This design comes from an exercise in tuning for small area on the open sky130 flow, not from production work. In this exercise RTL edits were held to simulation tests only and were not proved equivalent to the original.

==> raven: inputs <==
==> flow/design.v (excerpt) <==
module fir_filt
#(
	parameter sig_width = 12,
	parameter reg_width = 32,
	parameter coef_width = 24,
	parameter coef_count = 8,
	localparam coef_id_w = $clog2(coef_count),
	parameter max_shift = 32,
	localparam max_shift_w = $clog2(max_shift)
)
(
	input rst,
	input flush,
	input clk,
	input [coef_id_w-1:0] addr,
	input [coef_width-1:0] coef,
	input coef_ready,
	output reg coef_done,
	output [coef_width-1:0] coef_r,
	input result_shift_ready,
	input [max_shift_w-1:0] result_shift_i,
	output reg result_shift_done,
	output reg [max_shift_w-1:0] result_shift,
	input conv_done,
	input [sig_width-1:0] adc_in_a,
	input [sig_width-1:0] adc_in_b,
	output [sig_width-1:0] filt_out_a,
	output [sig_width-1:0] filt_out_b,
	output reg filt_done
);
==> flow/config.mk <==
export PLATFORM = sky130hd
export DESIGN_NAME = fir_filt
export DESIGN_NICKNAME = fir_filt
export VERILOG_FILES = /design/flow/design.v
export SDC_FILE = /design/flow/constraint.sdc
export NUM_CORES = 4
export LEC_CHECK = 0
export ABC_AREA = 1
export CAP_MARGIN = 20
export CORE_MARGIN = 2
export CORE_UTILIZATION = 55
export CTS_CLUSTER_DIAMETER = 80
export CTS_CLUSTER_SIZE = 20
export SLEW_MARGIN = 20
==> flow/constraint.sdc <==
create_clock -name core_clock -period 10.0 [get_ports {clk}]
set_input_delay 2.0000 -clock core_clock [delete_from_list [all_inputs] [get_ports {clk}]]
set_output_delay 2.0000 -clock core_clock [all_outputs]
set_load 0.01 [all_outputs]
standard.sh (not shown) runs the stock make flow with config.mk's settings and CLKGATE_MAP_FILE= SYNTH_SCRIPT=/design/flow/synth_recipe.tcl, a recipe that flattens the netlist after the stock synthesis.
==> flow/flow/run.sh <==
#!/bin/bash
# The standard synthesis, then polarity.py drops inverters from its netlist
# (full adders and gates with a complemented twin change polarity), then the
# standard layout of that netlist.
set -euo pipefail
R=orfs/results/${FLOW_PLATFORM}/fir_filt/base
LIB=${FLOW_HOME}/platforms/${FLOW_PLATFORM}/lib/sky130_fd_sc_hd__tt_025C_1v80.lib
bash standard.sh synth > synth.log 2>&1
cp $R/1_2_yosys.v $R/1_2_yosys.standard.v
python3 flow/polarity.py $LIB $R/1_2_yosys.standard.v $R/1_2_yosys.v > polarity.log 2>&1
rm -f $R/1_synth.odb $R/1_synth.sdc
bash standard.sh "BUFFER_PORTS_ARGS=-buffer_cell sky130_fd_sc_hd__buf_2" finish > layout.log 2>&1
Other scripts of this flow, unchanged in this note and not shown: flow/flow/polarity.py
==> inputs of zinc, as changes to raven <==
--- a/flow/flow/run.sh
+++ b/flow/flow/run.sh
@@ -9,4 +9,4 @@
 cp $R/1_2_yosys.v $R/1_2_yosys.standard.v
 python3 flow/polarity.py $LIB $R/1_2_yosys.standard.v $R/1_2_yosys.v > polarity.log 2>&1
 rm -f $R/1_synth.odb $R/1_synth.sdc
-bash standard.sh "BUFFER_PORTS_ARGS=-buffer_cell sky130_fd_sc_hd__buf_2" finish > layout.log 2>&1
+bash standard.sh "BUFFER_PORTS_ARGS=-buffer_cell sky130_fd_sc_hd__buf_1" finish > layout.log 2>&1
CORE_UTILIZATION = 68   (was 55)
CTS_CLUSTER_DIAMETER = 90   (was 80)
CTS_CLUSTER_SIZE = 24   (was 20)
==> comparison table <==
|  | raven | zinc |
|---|---|---|
| Status | complete, no violations | complete, no violations |
| Most frequent cell on the critical path | sky130_fd_sc_hd__nand2_1 | sky130_fd_sc_hd__fa_1 |
| Capturing element of the worst setup path | filt_out_a[7] | filt_out_a[8] |
| Global routing met3 resource utilization | 6.90% | 10.7% |
| Worst Hold Path EP | ring_a[4][7] | ring_b[4][4] |
| Core Util, Final | 61.3% | 74.3% |
| Beginning of the worst register-to-register path | csel[6] | csel[7] |
| Worst hold start | ring_a[3][7] | ring_b[3][4] |
| Flop2flop setup slack | 3.68 ns | 3.64 ns |
| Total Routing Usage GR | 35.1% | 42.8% |
| Reg2reg path depth | 21 | 23 |
| Worst path setup slack after routing | 0.365 ns | 0.239 ns |

re-timing with driven ports:
The results above use ideal ports. As a check the final layouts listed here were re-extracted and re-timed, cells and wires unchanged. Step 1 assumes that a clkbuf_16 drives the clock port and a buf_2 every other input. Step 2, shift: input delay + t, output delay - t, t = (earliest + latest rising clock arrival at the registers) / 2. This alone moves slack from input paths to output paths. a / b / c = no drivers / after step 1 / after step 2; a / b = the first two.
| run | t (ns) | setup WS [ns] | latest minus earliest clock arrival (ns) |
|---|---|---|---|
| raven | 0.650 | 0.365 / 0.302 / 0.952 | 0.042 / 0.042 |
| zinc | 0.698 | 0.239 / 0.174 / 0.872 | 0.025 / 0.025 |
After both steps every run listed still meets setup and hold.
